Background: an optimization exercise with open tools, aiming at small area. Do not read the settings as production practice. Where RTL was checked, it was by simulation tests only, not by an equivalence proof against the original. The clock input has no modelled driver; a real chip could not lean on it and would need a root buffer or a full tree. Power and IR drop assume default switching activity.

==> job 6321 <==
==> flow/design.v (excerpt) <==
module FIR(
	input				clk,
	input				rst_n,
	input				clk_en,
	input  [15:0]	filter_in,
	output [15:0]	filter_out
);
reg [15:0] d0, d1, d2, d3, d4, d5, d6, d7, d8, d9;
reg [15:0] out;
reg clr;    
always @(posedge clk or negedge rst_n) begin
	if (!rst_n) clr <= 1'b1;
	else        clr <= 1'b0;
end
wire ld   = clk_en & ~clr;
wire hold = ~clk_en & ~clr;
wire nld  = ~ld;
wire s1, c2; ha us1 (.a(d1[0]), .b(d9[0]), .s(s1), .co(c2));
wire s3, c4; ha us3 (.a(d1[1]), .b(d9[1]), .s(s3), .co(c4));
wire s5, c6; ha us5 (.a(d1[2]), .b(d9[2]), .s(s5), .co(c6));
wire s7, c8; ha us7 (.a(d1[3]), .b(d9[3]), .s(s7), .co(c8));
wire s9, c10; ha us9 (.a(d1[4]), .b(d9[4]), .s(s9), .co(c10));
wire s11, c12; ha us11 (.a(d1[5]), .b(d9[5]), .s(s11), .co(c12));
wire s13, c14; ha us13 (.a(d1[6]), .b(d9[6]), .s(s13), .co(c14));
wire s15, c16; ha us15 (.a(d1[7]), .b(d9[7]), .s(s15), .co(c16));
wire s17, c18; ha us17 (.a(d1[8]), .b(d9[8]), .s(s17), .co(c18));
wire s19, c20; ha us19 (.a(d1[9]), .b(d9[9]), .s(s19), .co(c20));
wire s21, c22; ha us21 (.a(d1[10]), .b(d9[10]), .s(s21), .co(c22));
wire s23, c24; ha us23 (.a(d1[11]), .b(d9[11]), .s(s23), .co(c24));
wire s25, c26; ha us25 (.a(d1[12]), .b(d9[12]), .s(s25), .co(c26));
wire s27, c28; ha us27 (.a(d1[13]), .b(d9[13]), .s(s27), .co(c28));
wire s29, c30; ha us29 (.a(d1[14]), .b(d9[14]), .s(s29), .co(c30));
wire s31, c32; ha us31 (.a(d1[15]), .b(d9[15]), .s(s31), .co(c32));
wire p0_g33 = c4 | (s3 & c2);
wire p0_g34 = c8 | (s7 & c6);
wire p0_p35 = s7 & s5;
wire p0_g36 = c12 | (s11 & c10);
wire p0_p37 = s11 & s9;
wire p0_g38 = c16 | (s15 & c14);
wire p0_p39 = s15 & s13;
wire p0_g40 = c20 | (s19 & c18);
wire p0_p41 = s19 & s17;
wire p0_g42 = c24 | (s23 & c22);
wire p0_p43 = s23 & s21;
wire p0_g44 = c28 | (s27 & c26);
wire p0_p45 = s27 & s25;
wire p0_g46 = c32 | (s31 & c30);
  ...
clock: 6.0 ns
lec_check: 0
cap_margin: 20
core_margin: 2
core_utilization: 40
hold_slack_margin: 0.1
slew_margin: 20
synth_hierarchical: 1
standard.sh (not shown) runs the stock make flow with config.mk's settings and CLKGATE_MAP_FILE= SYNTH_SCRIPT=/design/flow/synth_recipe.tcl, a recipe that flattens the netlist after the stock synthesis.
==> flow/flow/run.sh <==
#!/bin/bash
# Layout: the standard ORFS flow (standard.sh), with these changes passed to ORFS
# through its own variables and step hooks:
#  - the ports are buffered with the smallest buffer (buf_1) instead of the flow's default;
#  - clock tree synthesis uses clkbuf_8 buffers and inserts no dummy loads;
#  - useful skew: the output registers out[*] are clocked from the root of the clock tree
#    through a chain of delay cells (flow/skew_cts.tcl, after clock tree synthesis), which
#    gives the paths from the delay line into them more time; before clock tree synthesis
#    the same skew is given to the timing-driven steps as ideal clock latency
#    (flow/skew_pre.tcl).  The paths from out[*] to the ports have ample slack.
# The full output of the flow goes to flow.log in this folder; ORFS keeps each step's log
# under orfs/logs/.
set -euo pipefail
HERE=$(pwd)
export BUFFER_PORTS_ARGS="-buffer_cell sky130_fd_sc_hd__buf_1"
export CTS_ARGS="-sink_clustering_enable -repair_clock_nets -buf_list sky130_fd_sc_hd__clkbuf_8 -dont_use_dummy_load"
export SKEW_CHAIN="dlygate4sd3_1 dlygate4sd3_1 dlygate4sd3_1 clkbuf_8"
export SKEW_SEL_NDLY=1
export SKEW_IDEAL_NS=1.75
export PRE_FLOORPLAN_TCL=$HERE/flow/skew_pre.tcl
export POST_CTS_TCL=$HERE/flow/skew_cts.tcl
export SKIP_CTS_REPAIR_TIMING=1
bash standard.sh > flow.log 2>&1
==> flow/flow/skew_cts.tcl <==
# Hook after clock tree synthesis: clock the output registers out[*] through a chain of delay
# cells from the root of the clock tree, so the long path from the delay line into them gets
# more time (useful skew between registers; the paths from out[*] to the ports have room).
# Then legalize and repair timing as the CTS step would.
set block [ord::get_db_block]
set db [ord::get_db]
set flops {}
foreach inst [$block getInsts] {
  if { [string match "out*" [$inst getName]] && [string match "sky130_fd_sc_hd__df*" [[$inst getMaster] getName]] } {
    lappend flops $inst
  }
}
puts "skew: [llength $flops] output registers"
set pins {}
foreach f $flops { lappend pins [get_pins -of_objects [get_cells [$f getName]] -filter "name == CLK"] }
unset_clock_latency $pins
set root [$block findInst clkbuf_0_clk]
set prev [[$root findITerm X] getNet]
set cx 0
set cy 0
foreach f $flops {
  set loc [$f getLocation]
  set cx [expr {$cx + [lindex $loc 0]}]
  set cy [expr {$cy + [lindex $loc 1]}]
}
set cx [expr {int($cx / [llength $flops])}]
set cy [expr {int($cy / [llength $flops])}]
set chain {}
foreach c $::env(SKEW_CHAIN) { lappend chain sky130_fd_sc_hd__$c }
set i 0
foreach mname $chain {
  set inst [odb::dbInst_create $block [$db findMaster $mname] "skew_cell$i"]
  set net [odb::dbNet_create $block "skew_clk$i"]
  $net setSigType CLOCK
  [$inst findITerm A] connect $prev
  [$inst findITerm X] connect $net
  $inst setLocation $cx $cy
  $inst setPlacementStatus PLACED
  set prev $net
  incr i
}
set oldnets {}
foreach f $flops {
  set it [$f findITerm CLK]
  lappend oldnets [$it getNet]
  $it disconnect
  $it connect $prev
}
# clock buffers left without loads are removed
foreach n [lsort -unique $oldnets] {
  set nloads 0
  foreach it [$n getITerms] {
    if { [$it isInputSignal] } { incr nloads }
  }
  if { $nloads == 0 } {
    set drv [$n getFirstOutput]
    if { $drv != "NULL" } {
      set bi [$drv getInst]
      puts "skew: removing clock buffer [$bi getName] left without loads"
      odb::dbInst_destroy $bi
    }
    odb::dbNet_destroy $n
  }
}
# The select signals of the output registers' multiplexers (ld_o, hold_o) come from the
# clk_en input and the clr register, which are timed on the normal clock: delay each of
# them once, at its driver, instead of leaving the hold repair to pad every load.
foreach nname {ld_o hold_o} {
  set net [$block findNet $nname]
  if { $net == "NULL" } { continue }
  set loads {}
  foreach it [$net getITerms] {
    if { [$it isInputSignal] } { lappend loads $it }
  }
  set prev $net
  for {set k 0} {$k < $::env(SKEW_SEL_NDLY)} {incr k} {
    set inst [odb::dbInst_create $block [$db findMaster sky130_fd_sc_hd__dlygate4sd3_1] "skewsel_${nname}_c$k"]
    set n2 [odb::dbNet_create $block "skewsel_${nname}_n$k"]
    [$inst findITerm A] connect $prev
    [$inst findITerm X] connect $n2
    set drv [$net getFirstOutput]
    set loc [[$drv getInst] getLocation]
    $inst setLocation [lindex $loc 0] [lindex $loc 1]
    $inst setPlacementStatus PLACED
    set prev $n2
  }
  foreach it $loads {
    $it disconnect
    $it connect $prev
  }
}
global_connect
set_placement_padding -global \
  -left $::env(CELL_PAD_IN_SITES_DETAIL_PLACEMENT) \
  -right $::env(CELL_PAD_IN_SITES_DETAIL_PLACEMENT)
detailed_placement
estimate_parasitics -placement
report_clock_skew
report_checks -path_delay min -format end -group_path_count 60 -endpoint_path_count 1
report_checks -path_delay min -through [get_pins -of_objects [get_cells out*] -filter "name == D"] -format full -group_path_count 1
repair_timing_helper
detailed_placement
check_placement -verbose
report_checks -path_delay max -format end -group_path_count 3
report_checks -path_delay min -format end -group_path_count 3
==> flow/flow/skew_pre.tcl <==
# Hook before floorplanning: the output registers will be clocked late (see skew_cts.tcl);
# tell the timing-driven steps before clock tree synthesis about it as ideal clock latency.
set skew_pins {}
foreach inst [get_cells *] {
  set ref [get_property $inst ref_name]
  if { [string match "out*" [get_property $inst name]] && [string match "sky130_fd_sc_hd__df*" $ref] } {
    lappend skew_pins [get_pins -of_objects $inst -filter "name == CLK"]
  }
}
puts "skew: [llength $skew_pins] output registers get ideal clock latency $::env(SKEW_IDEAL_NS) ns"
set_clock_latency $::env(SKEW_IDEAL_NS) $skew_pins
==> job 625 (differences from job 6321) <==
--- a/flow/flow/run.sh
+++ b/flow/flow/run.sh
@@ -16,5 +16,4 @@
 export CTS_ARGS="-sink_clustering_enable -repair_clock_nets -buf_list sky130_fd_sc_hd__clkbuf_8 -dont_use_dummy_load"
-export SKEW_CHAIN="dlygate4sd3_1 dlygate4sd3_1 dlygate4sd3_1 clkbuf_8"
-export SKEW_SEL_NDLY=1
-export SKEW_IDEAL_NS=1.75
+export SKEW_CHAIN="dlygate4sd3_1 dlygate4sd3_1 dlygate4sd1_1 clkbuf_8"
+export SKEW_IDEAL_NS=1.4
 export PRE_FLOORPLAN_TCL=$HERE/flow/skew_pre.tcl
--- a/flow/flow/skew_cts.tcl
+++ b/flow/flow/skew_cts.tcl
@@ -64,29 +64,2 @@
 }
-# The select signals of the output registers' multiplexers (ld_o, hold_o) come from the
-# clk_en input and the clr register, which are timed on the normal clock: delay each of
-# them once, at its driver, instead of leaving the hold repair to pad every load.
-foreach nname {ld_o hold_o} {
-  set net [$block findNet $nname]
-  if { $net == "NULL" } { continue }
-  set loads {}
-  foreach it [$net getITerms] {
-    if { [$it isInputSignal] } { lappend loads $it }
-  }
-  set prev $net
-  for {set k 0} {$k < $::env(SKEW_SEL_NDLY)} {incr k} {
-    set inst [odb::dbInst_create $block [$db findMaster sky130_fd_sc_hd__dlygate4sd3_1] "skewsel_${nname}_c$k"]
-    set n2 [odb::dbNet_create $block "skewsel_${nname}_n$k"]
-    [$inst findITerm A] connect $prev
-    [$inst findITerm X] connect $n2
-    set drv [$net getFirstOutput]
-    set loc [[$drv getInst] getLocation]
-    $inst setLocation [lindex $loc 0] [lindex $loc 1]
-    $inst setPlacementStatus PLACED
-    set prev $n2
-  }
-  foreach it $loads {
-    $it disconnect
-    $it connect $prev
-  }
-}
 global_connect
CORE_UTILIZATION = 50   (was 40)
==> notes.md <==
| Result | Reported | Unit |
|---|---|---|
| Peak per-stage delay on the critical path | 0.56 | ns |
| Number of cells on the critical path | 28 | - |
| Sw power | 836.3 | uW |
| Data required time at the worst endpoint | 8.06 | ns |
| Setup ws final | 0.3985 | ns |
| Horizontal die dimension | 179.0 | um |
| Count of vias placed by the detailed router | 7,879 | - |
| Count of filler cells inserted in the layout | 2,850 | - |
| Maximum clock frequency | 178.5 | MHz |
| Worst Reg2Reg Path Length in Cells | 28 | - |
| Post-layout total power | 2.703 | mW |
| Outcome | timing/DRC/antenna clean | - |
| Aggregate routed wire length | 25,620 | um |
| Post-Route M1 WL | 11,610 | um |
| Nets | 1,415 | - |
| Per-cell via count in the routed design | 5.214 | - |
| WL/cell | 16.95 | um |
| Layout Cell Area excl Fill | 0.01349 | mm2 |
| Die footprint | 0.03205 | mm2 |
# the run above: job 6321

==> notes.md <==
| Result | Reported | Unit |
|---|---|---|
| Per-cell via count in the routed design | 5.519 | - |
| Die footprint | 0.02578 | mm2 |
| Maximum clock frequency | 179.3 | MHz |
| Horizontal die dimension | 160.6 | um |
| Nets | 1,405 | - |
| Layout Cell Area excl Fill | 0.01325 | mm2 |
| Number of cells on the critical path | 27 | - |
| Post-Route M1 WL | 11,600 | um |
| Aggregate routed wire length | 26,130 | um |
| Post-layout total power | 2.703 | mW |
| Sw power | 854.0 | uW |
| Data required time at the worst endpoint | 7.69 | ns |
| WL/cell | 18.29 | um |
| Count of flip-flops with a built-in enable after synthesis | 0 | - |
| Share of power burned in combinational logic | 28.0 | % |
| Worst Reg2Reg Path Length in Cells | 27 | - |
| Outcome | timing/DRC/antenna clean | - |
# the run above: job 625


---

==> job 4485: inputs <==
Another version of the RTL of FIR (not shown whole).
make LEC_CHECK=0 CAP_MARGIN=20 CORE_MARGIN=2 CORE_UTILIZATION=40 CTS_BUF_LIST='sky130_fd_sc_hd__clkbuf_4 sky130_fd_sc_hd__clkbuf_8' SLEW_MARGIN=20 SYNTH_HIERARCHICAL=1 finish   # period 6.0 ns
run.sh (not shown) runs the stock make flow with config.mk's settings and CLKGATE_MAP_FILE= SYNTH_SCRIPT=/design/flow/synth_recipe.tcl, a recipe that flattens the netlist after the stock synthesis.
Stock flow here: none of the scripts above is used.
==> job 2027: changes against job 4485 <==
==> flow/flow/run.sh (new file) <==
#!/bin/bash
# Layout: the standard ORFS flow (standard.sh), with two changes passed to ORFS
# through its own variables:
#  - the ports are buffered with the smallest buffer (buf_1) instead of the flow's default;
#  - clock tree synthesis uses clkbuf_8 buffers and inserts no dummy loads.
# The full output of the flow goes to flow.log in this folder; ORFS keeps each step's log
# under orfs/logs/.
set -euo pipefail
export BUFFER_PORTS_ARGS="-buffer_cell sky130_fd_sc_hd__buf_1"
export CTS_ARGS="-sink_clustering_enable -repair_clock_nets -buf_list sky130_fd_sc_hd__clkbuf_8 -dont_use_dummy_load"
export RECOVER_POWER=100
bash standard.sh > flow.log 2>&1
==> flow/standard.sh (new file) <==
#!/bin/bash
# synth_recipe.tcl (not shown) runs the flow's synth.tcl, then flattens the netlist and writes it again
# the make line also repeats each setting of config.mk as NAME=value (left out here)
make -C /OpenROAD-flow-scripts/flow DESIGN_CONFIG=/design/flow/config.mk WORK_HOME=/design/flow/orfs CLKGATE_MAP_FILE= SYNTH_SCRIPT=/design/flow/synth_recipe.tcl "${@:-finish}"
--- a/flow/config.mk
+++ b/flow/config.mk
@@ -8,6 +8,5 @@
 export CAP_MARGIN = 20
 export CORE_MARGIN = 2
 export CORE_UTILIZATION = 40
-export CTS_BUF_LIST = sky130_fd_sc_hd__clkbuf_4 sky130_fd_sc_hd__clkbuf_8
 export SLEW_MARGIN = 20
 export SYNTH_HIERARCHICAL = 1
removed: flow/run.sh
==> job 6365: changes against job 4485 <==
--- a/flow/config.mk
+++ b/flow/config.mk
@@ -7,7 +7,9 @@
 export LEC_CHECK = 0
 export CAP_MARGIN = 20
 export CORE_MARGIN = 2
-export CORE_UTILIZATION = 40
-export CTS_BUF_LIST = sky130_fd_sc_hd__clkbuf_4 sky130_fd_sc_hd__clkbuf_8
+export CORE_UTILIZATION = 55
+export CTS_CLUSTER_DIAMETER = 80
+export CTS_CLUSTER_SIZE = 30
+export GPL_TIMING_DRIVEN = 0
 export SLEW_MARGIN = 20
 export SYNTH_HIERARCHICAL = 1
==> comparison table <==
metric	job 2027	job 4485	job 6365
Outcome	complete, but fails checks	timing/DRC/antenna clean	timing/DRC/antenna clean
Reasons for failing layout checks	max-capacitance violations, max-slew violations	-	-
Share of cell area taken by multi-input logic gates	0.623	0.603	0.604
Smallest setup slack after layout	0.264 ns	0.263 ns	0.101 ns
Maximum Capacitance Violations	1	0	0
Total iterations of the first detailed-routing run	5	4	5
Met1 usage	0.255	0.257	0.348
FMAX	174 MHz	174 MHz	170 MHz
Final Skew	0.0274 ns	0.0227 ns	0.0154 ns
Area delta synth->final	9.32%	12.3%	13.8%
Met2 Usage GRT	0.331	0.339	0.440
Placer's final routability congestion estimate	0.877	0.890	0.871
CTS clock-pin slew for the worst setup and hold paths	0.09 ns	0.11 ns	0.08 ns
Total of plain and repair buffers excluding clock buffers	65	68	44
Clock Latency Late Sink	0.47 ns	0.49 ns	0.44 ns
Routed WL	30.4 mm	30.8 mm	29.4 mm
Total die area	33600 µm²	33600 µm²	24600 µm²
Post-layout min period	5.74 ns	5.74 ns	5.90 ns
Fill cell total of the finished layout	2959	2877	1787
Global router's overall resource usage	0.193	0.197	0.266
Layout clock buffer count	17	22	18
Worst EP arrival	6.10 ns	6.10 ns	6.24 ns

---

==> build 79: inputs <==
Another version of the RTL of FIR (not shown whole).
Settings: LEC_CHECK=0, CAP_MARGIN=20, CORE_MARGIN=2, CORE_UTILIZATION=50, HOLD_SLACK_MARGIN=0.1, SLEW_MARGIN=20, SYNTH_HIERARCHICAL=1; clock period 6.0 ns.
standard.sh (not shown) runs the stock make flow with config.mk's settings and CLKGATE_MAP_FILE= SYNTH_SCRIPT=/design/flow/synth_recipe.tcl, a recipe that flattens the netlist after the stock synthesis.
==> flow/flow/run.sh <==
#!/bin/bash
# Layout: the standard ORFS flow (standard.sh), with these changes passed to ORFS
# through its own variables and step hooks:
#  - the ports are buffered with the smallest buffer (buf_1) instead of the flow's default;
#  - clock tree synthesis uses clkbuf_8 buffers and inserts no dummy loads;
#  - useful skew: the output registers out[*] are clocked from the root of the clock tree
#    through a chain of delay cells (flow/skew_cts.tcl, after clock tree synthesis), which
#    gives the paths from the delay line into them more time; before clock tree synthesis
#    the same skew is given to the timing-driven steps as ideal clock latency
#    (flow/skew_pre.tcl).  The paths from out[*] to the ports have ample slack.
# The full output of the flow goes to flow.log in this folder; ORFS keeps each step's log
# under orfs/logs/.
set -euo pipefail
HERE=$(pwd)
export BUFFER_PORTS_ARGS="-buffer_cell sky130_fd_sc_hd__buf_1"
export CTS_ARGS="-sink_clustering_enable -repair_clock_nets -buf_list sky130_fd_sc_hd__clkbuf_8 -dont_use_dummy_load"
export SKEW_CHAIN="dlygate4sd3_1 dlygate4sd3_1 dlygate4sd1_1 dlygate4sd1_1 clkbuf_8"
export SKEW_SEL_NDLY=1
export SKEW_IDEAL_NS=1.65
export PRE_FLOORPLAN_TCL=$HERE/flow/skew_pre.tcl
export POST_CTS_TCL=$HERE/flow/skew_cts.tcl
export SKIP_CTS_REPAIR_TIMING=1
bash standard.sh > flow.log 2>&1
==> flow/flow/skew_cts.tcl <==
# Hook after clock tree synthesis: clock the output registers out[*] through a chain of delay
# cells from the root of the clock tree, so the long path from the delay line into them gets
# more time (useful skew between registers; the paths from out[*] to the ports have room).
# Then legalize and repair timing as the CTS step would.
set block [ord::get_db_block]
set db [ord::get_db]
set flops {}
foreach inst [$block getInsts] {
  if { [string match "out*" [$inst getName]] && [string match "sky130_fd_sc_hd__df*" [[$inst getMaster] getName]] } {
    lappend flops $inst
  }
}
puts "skew: [llength $flops] output registers"
set pins {}
foreach f $flops { lappend pins [get_pins -of_objects [get_cells [$f getName]] -filter "name == CLK"] }
unset_clock_latency $pins
set root [$block findInst clkbuf_0_clk]
set prev [[$root findITerm X] getNet]
set cx 0
set cy 0
foreach f $flops {
  set loc [$f getLocation]
  set cx [expr {$cx + [lindex $loc 0]}]
  set cy [expr {$cy + [lindex $loc 1]}]
}
set cx [expr {int($cx / [llength $flops])}]
set cy [expr {int($cy / [llength $flops])}]
set chain {}
foreach c $::env(SKEW_CHAIN) { lappend chain sky130_fd_sc_hd__$c }
set i 0
foreach mname $chain {
  set inst [odb::dbInst_create $block [$db findMaster $mname] "skew_cell$i"]
  set net [odb::dbNet_create $block "skew_clk$i"]
  $net setSigType CLOCK
  [$inst findITerm A] connect $prev
  [$inst findITerm X] connect $net
  $inst setLocation $cx $cy
  $inst setPlacementStatus PLACED
  set prev $net
  incr i
}
set oldnets {}
foreach f $flops {
  set it [$f findITerm CLK]
  lappend oldnets [$it getNet]
  $it disconnect
  $it connect $prev
}
# clock buffers left without loads are removed
foreach n [lsort -unique $oldnets] {
  set nloads 0
  foreach it [$n getITerms] {
    if { [$it isInputSignal] } { incr nloads }
  }
  if { $nloads == 0 } {
    set drv [$n getFirstOutput]
    if { $drv != "NULL" } {
      set bi [$drv getInst]
      puts "skew: removing clock buffer [$bi getName] left without loads"
      odb::dbInst_destroy $bi
    }
    odb::dbNet_destroy $n
  }
}
# The select signals of the output registers' multiplexers (ld_o, hold_o) come from the
# clk_en input and the clr register, which are timed on the normal clock: delay each of
# them once, at its driver, instead of leaving the hold repair to pad every load.
foreach nname {ld_o hold_o} {
  set net [$block findNet $nname]
  if { $net == "NULL" } { continue }
  set loads {}
  foreach it [$net getITerms] {
    if { [$it isInputSignal] } { lappend loads $it }
  }
  set prev $net
  for {set k 0} {$k < $::env(SKEW_SEL_NDLY)} {incr k} {
    set inst [odb::dbInst_create $block [$db findMaster sky130_fd_sc_hd__dlygate4sd3_1] "skewsel_${nname}_c$k"]
    set n2 [odb::dbNet_create $block "skewsel_${nname}_n$k"]
    [$inst findITerm A] connect $prev
    [$inst findITerm X] connect $n2
    set drv [$net getFirstOutput]
    set loc [[$drv getInst] getLocation]
    $inst setLocation [lindex $loc 0] [lindex $loc 1]
    $inst setPlacementStatus PLACED
    set prev $n2
  }
  foreach it $loads {
    $it disconnect
    $it connect $prev
  }
}
global_connect
set_placement_padding -global \
  -left $::env(CELL_PAD_IN_SITES_DETAIL_PLACEMENT) \
  -right $::env(CELL_PAD_IN_SITES_DETAIL_PLACEMENT)
detailed_placement
estimate_parasitics -placement
report_clock_skew
report_checks -path_delay min -format end -group_path_count 60 -endpoint_path_count 1
report_checks -path_delay min -through [get_pins -of_objects [get_cells out*] -filter "name == D"] -format full -group_path_count 1
repair_timing_helper
detailed_placement
check_placement -verbose
report_checks -path_delay max -format end -group_path_count 3
report_checks -path_delay min -format end -group_path_count 3
Scripts as last shown in full above: flow/flow/skew_pre.tcl
==> inputs of trial 72, as changes to build 79 <==
--- a/flow/design.v
+++ b/flow/design.v
@@ -854,34 +854,33 @@
 mx md0_n8 (.s1(clk_en), .a(filter_in[8]), .s0(hold), .b(d0[8]), .y(d0_n[8]));
 mx md0_n9 (.s1(clk_en), .a(filter_in[9]), .s0(hold), .b(d0[9]), .y(d0_n[9]));
 mx md0_n10 (.s1(clk_en), .a(filter_in[10]), .s0(hold), .b(d0[10]), .y(d0_n[10]));
 mx md0_n11 (.s1(clk_en), .a(filter_in[11]), .s0(hold), .b(d0[11]), .y(d0_n[11]));
 mx md0_n12 (.s1(clk_en), .a(filter_in[12]), .s0(hold), .b(d0[12]), .y(d0_n[12]));
 mx md0_n13 (.s1(clk_en), .a(filter_in[13]), .s0(hold), .b(d0[13]), .y(d0_n[13]));
 mx md0_n14 (.s1(clk_en), .a(filter_in[14]), .s0(hold), .b(d0[14]), .y(d0_n[14]));
 mx md0_n15 (.s1(clk_en), .a(filter_in[15]), .s0(hold), .b(d0[15]), .y(d0_n[15]));
-wire ld_o, hold_o; ctl u_ctl_o (.en(clk_en), .clr(clr), .ld(ld_o), .hold(hold_o));
 wire [15:0] out_n;
-mx mout_n0 (.s1(ld_o), .a(S[0]), .s0(hold_o), .b(out[0]), .y(out_n[0]));
-mx mout_n1 (.s1(ld_o), .a(S[1]), .s0(hold_o), .b(out[1]), .y(out_n[1]));
-mx mout_n2 (.s1(ld_o), .a(S[2]), .s0(hold_o), .b(out[2]), .y(out_n[2]));
-mx mout_n3 (.s1(ld_o), .a(S[3]), .s0(hold_o), .b(out[3]), .y(out_n[3]));
-mx mout_n4 (.s1(ld_o), .a(S[4]), .s0(hold_o), .b(out[4]), .y(out_n[4]));
-mx mout_n5 (.s1(ld_o), .a(S[5]), .s0(hold_o), .b(out[5]), .y(out_n[5]));
-mx mout_n6 (.s1(ld_o), .a(S[6]), .s0(hold_o), .b(out[6]), .y(out_n[6]));
-mx mout_n7 (.s1(ld_o), .a(S[7]), .s0(hold_o), .b(out[7]), .y(out_n[7]));
-mx mout_n8 (.s1(ld_o), .a(S[8]), .s0(hold_o), .b(out[8]), .y(out_n[8]));
-mx mout_n9 (.s1(ld_o), .a(S[9]), .s0(hold_o), .b(out[9]), .y(out_n[9]));
-mx mout_n10 (.s1(ld_o), .a(S[10]), .s0(hold_o), .b(out[10]), .y(out_n[10]));
-mx mout_n11 (.s1(ld_o), .a(S[11]), .s0(hold_o), .b(out[11]), .y(out_n[11]));
-mx mout_n12 (.s1(ld_o), .a(S[12]), .s0(hold_o), .b(out[12]), .y(out_n[12]));
-mx mout_n13 (.s1(ld_o), .a(S[13]), .s0(hold_o), .b(out[13]), .y(out_n[13]));
-mx mout_n14 (.s1(ld_o), .a(S[14]), .s0(hold_o), .b(out[14]), .y(out_n[14]));
-mx mout_n15 (.s1(ld_o), .a(S[15]), .s0(hold_o), .b(out[15]), .y(out_n[15]));
+mx mout_n0 (.s1(ld), .a(S[0]), .s0(hold), .b(out[0]), .y(out_n[0]));
+mx mout_n1 (.s1(ld), .a(S[1]), .s0(hold), .b(out[1]), .y(out_n[1]));
+mx mout_n2 (.s1(ld), .a(S[2]), .s0(hold), .b(out[2]), .y(out_n[2]));
+mx mout_n3 (.s1(ld), .a(S[3]), .s0(hold), .b(out[3]), .y(out_n[3]));
+mx mout_n4 (.s1(ld), .a(S[4]), .s0(hold), .b(out[4]), .y(out_n[4]));
+mx mout_n5 (.s1(ld), .a(S[5]), .s0(hold), .b(out[5]), .y(out_n[5]));
+mx mout_n6 (.s1(ld), .a(S[6]), .s0(hold), .b(out[6]), .y(out_n[6]));
+mx mout_n7 (.s1(ld), .a(S[7]), .s0(hold), .b(out[7]), .y(out_n[7]));
+mx mout_n8 (.s1(ld), .a(S[8]), .s0(hold), .b(out[8]), .y(out_n[8]));
+mx mout_n9 (.s1(ld), .a(S[9]), .s0(hold), .b(out[9]), .y(out_n[9]));
+mx mout_n10 (.s1(ld), .a(S[10]), .s0(hold), .b(out[10]), .y(out_n[10]));
+mx mout_n11 (.s1(ld), .a(S[11]), .s0(hold), .b(out[11]), .y(out_n[11]));
+mx mout_n12 (.s1(ld), .a(S[12]), .s0(hold), .b(out[12]), .y(out_n[12]));
+mx mout_n13 (.s1(ld), .a(S[13]), .s0(hold), .b(out[13]), .y(out_n[13]));
+mx mout_n14 (.s1(ld), .a(S[14]), .s0(hold), .b(out[14]), .y(out_n[14]));
+mx mout_n15 (.s1(ld), .a(S[15]), .s0(hold), .b(out[15]), .y(out_n[15]));
 always @(posedge clk) out <= out_n;
 always @(posedge clk) begin
 	d0 <= d0_n;
 	d1 <= d1_n;
 	d2 <= d2_n;
 	d3 <= d3_n;
 	d4 <= d4_n;
 	d5 <= d5_n;
@@ -897,20 +896,16 @@
 assign co = (a & b) | (a & c) | (b & c);
 endmodule
 module mx(input s1, input a, input s0, input b, output y);
 assign y = (s1 & a) | (s0 & b);
 endmodule
 module mx1(input s1, input a, input s0, input b, input c, output y);
 assign y = (s1 & a) | (s0 & b) | c;
 endmodule
-module ctl(input en, input clr, output ld, output hold);
-assign ld = en & ~clr;
-assign hold = ~en & ~clr;
-endmodule
 module ha(input a, input b, output s, output co);
 assign s = a ^ b;
 assign co = a & b;
 endmodule
 module aoi21(input a, input b, input c, output y);
 assign y = ~(a | (b & c));
 endmodule
 module nand2(input a, input b, output y);
--- a/flow/flow/run.sh
+++ b/flow/flow/run.sh
@@ -9,15 +9,14 @@
 #    the same skew is given to the timing-driven steps as ideal clock latency
 #    (flow/skew_pre.tcl).  The paths from out[*] to the ports have ample slack.
 # The full output of the flow goes to flow.log in this folder; ORFS keeps each step's log
 # under orfs/logs/.
 set -euo pipefail
 HERE=$(pwd)
 export BUFFER_PORTS_ARGS="-buffer_cell sky130_fd_sc_hd__buf_1"
 export CTS_ARGS="-sink_clustering_enable -repair_clock_nets -buf_list sky130_fd_sc_hd__clkbuf_8 -dont_use_dummy_load"
-export SKEW_CHAIN="dlygate4sd3_1 dlygate4sd3_1 dlygate4sd1_1 dlygate4sd1_1 clkbuf_8"
-export SKEW_SEL_NDLY=1
-export SKEW_IDEAL_NS=1.65
+export SKEW_NDLY=4
+export SKEW_IDEAL_NS=2.35
 export PRE_FLOORPLAN_TCL=$HERE/flow/skew_pre.tcl
 export POST_CTS_TCL=$HERE/flow/skew_cts.tcl
 export SKIP_CTS_REPAIR_TIMING=1
 bash standard.sh > flow.log 2>&1
==> flow/flow/skew_cts.tcl (replaced) <==
# Hook after clock tree synthesis: clock the output registers out[*] through a chain of delay
# cells from the root of the clock tree, so the long path from the delay line into them gets
# more time (useful skew between registers; the paths from out[*] to the ports have room).
# Then legalize and repair timing as the CTS step would.
set block [ord::get_db_block]
set db [ord::get_db]
set flops {}
foreach inst [$block getInsts] {
  if { [string match "out*" [$inst getName]] && [string match "sky130_fd_sc_hd__df*" [[$inst getMaster] getName]] } {
    lappend flops $inst
  }
}
puts "skew: [llength $flops] output registers"
set pins {}
foreach f $flops { lappend pins [get_pins -of_objects [get_cells [$f getName]] -filter "name == CLK"] }
unset_clock_latency $pins
set root [$block findInst clkbuf_0_clk]
set prev [[$root findITerm X] getNet]
set cx 0
set cy 0
foreach f $flops {
  set loc [$f getLocation]
  set cx [expr {$cx + [lindex $loc 0]}]
  set cy [expr {$cy + [lindex $loc 1]}]
}
set cx [expr {int($cx / [llength $flops])}]
set cy [expr {int($cy / [llength $flops])}]
set chain {}
for {set i 0} {$i < $::env(SKEW_NDLY)} {incr i} { lappend chain sky130_fd_sc_hd__dlygate4sd3_1 }
lappend chain sky130_fd_sc_hd__clkbuf_8
set i 0
foreach mname $chain {
  set inst [odb::dbInst_create $block [$db findMaster $mname] "skew_cell$i"]
  set net [odb::dbNet_create $block "skew_clk$i"]
  $net setSigType CLOCK
  [$inst findITerm A] connect $prev
  [$inst findITerm X] connect $net
  $inst setLocation $cx $cy
  $inst setPlacementStatus PLACED
  set prev $net
  incr i
}
foreach f $flops {
  set it [$f findITerm CLK]
  $it disconnect
  $it connect $prev
}
global_connect
set_placement_padding -global \
  -left $::env(CELL_PAD_IN_SITES_DETAIL_PLACEMENT) \
  -right $::env(CELL_PAD_IN_SITES_DETAIL_PLACEMENT)
detailed_placement
estimate_parasitics -placement
report_clock_skew
report_checks -path_delay min -format end -group_path_count 60 -endpoint_path_count 1
report_checks -path_delay min -through [get_pins -of_objects [get_cells out*] -filter "name == D"] -format full -group_path_count 1
repair_timing_helper
detailed_placement
check_placement -verbose
report_checks -path_delay max -format end -group_path_count 3
report_checks -path_delay min -format end -group_path_count 3
==> flow/config.mk (replaced) <==
export PLATFORM = sky130hd
export DESIGN_NAME = FIR
export DESIGN_NICKNAME = FIR
export VERILOG_FILES = /design/flow/design.v
export SDC_FILE = /design/flow/constraint.sdc
export NUM_CORES = 4
export LEC_CHECK = 0
export CAP_MARGIN = 20
export CORE_MARGIN = 2
export CORE_UTILIZATION = 40
export SLEW_MARGIN = 20
export SYNTH_HIERARCHICAL = 1
==> flow_metrics.env <==
export IMPL_critical_path_startpoint="d1[1]"
export IMPL_p_switching_uw=807
export IMPL_status="complete, no violations"
export IMPL_seqCellArea_um2=3560
export IMPL_routabilityCongestion=0.831
export IMPL_yosys_area_share_adder=0.404
export IMPL_clk_power_uw=679
export IMPL_leakage_nw=6.42
export IMPL_die_w_um=160
# the run above: build 79

==> flow_metrics.env <==
export IMPL_cts_tree="yes"
export IMPL_seqCellArea_um2=3560
export IMPL_yosys_area_share_adder=0.404
export IMPL_p_switching_uw=802
export IMPL_status="complete, no violations"
export IMPL_clk_latency_ps=2700
export IMPL_die_w_um=178
export IMPL_leakage_nw=6.76
export IMPL_clk_power_uw=698
export IMPL_routabilityCongestion=0.863
# the run above: trial 72

No run of this note included a check of the RTL's function; only the layout flow was run.

## re-timing with driven ports
In the flow no input, the clock included, has a driving cell. The finished layouts below were timed again as built, in two steps.
Step 1 sets driving cells, clkbuf_16 on the clock port and buf_2 on the other inputs (assumed; they add their load-dependent delay and slew).
Step 2, shift: input delay + t, output delay - t, t = (earliest + latest rising clock arrival at the registers) / 2. This alone moves slack from input paths to output paths.
a / b / c = ideal ports / drivers / drivers and shift; a / b = the first two.
| run | t, ns | setup slack, ns | latest minus earliest clock arrival (ns) | worst register clock-pin slew, ns |
|---|---|---|---|---|
| job 6321 | 1.337 | 0.398 / 0.398 / 0.398 | 1.718 / 1.718 | 0.10 / 0.10 |
| job 625 | 1.151 | 0.422 / 0.422 / 0.422 | 1.362 / 1.361 | 0.10 / 0.10 |
| job 4485 | 0.524 | 0.263 / 0.263 / 0.263 | 0.025 / 0.025 | 0.11 / 0.11 |
| job 2027 | 0.506 | 0.264 / 0.264 / 0.264 | 0.028 / 0.027 | 0.11 / 0.11 |
| job 6365 | 0.485 | 0.101 / 0.101 / 0.101 | 0.016 / 0.016 | 0.08 / 0.08 |
| build 79 | 1.244 | 0.252 / 0.252 / 0.252 | 1.516 / 1.516 | 0.11 / 0.11 |
| trial 72 | 1.614 | 0.208 / 0.208 / 0.208 | 2.262 / 2.262 | 0.11 / 0.11 |
Clock arrivals are far apart in job 6321, job 625, build 79 and trial 72, so t is only a midpoint there and step 2 fits no single register.
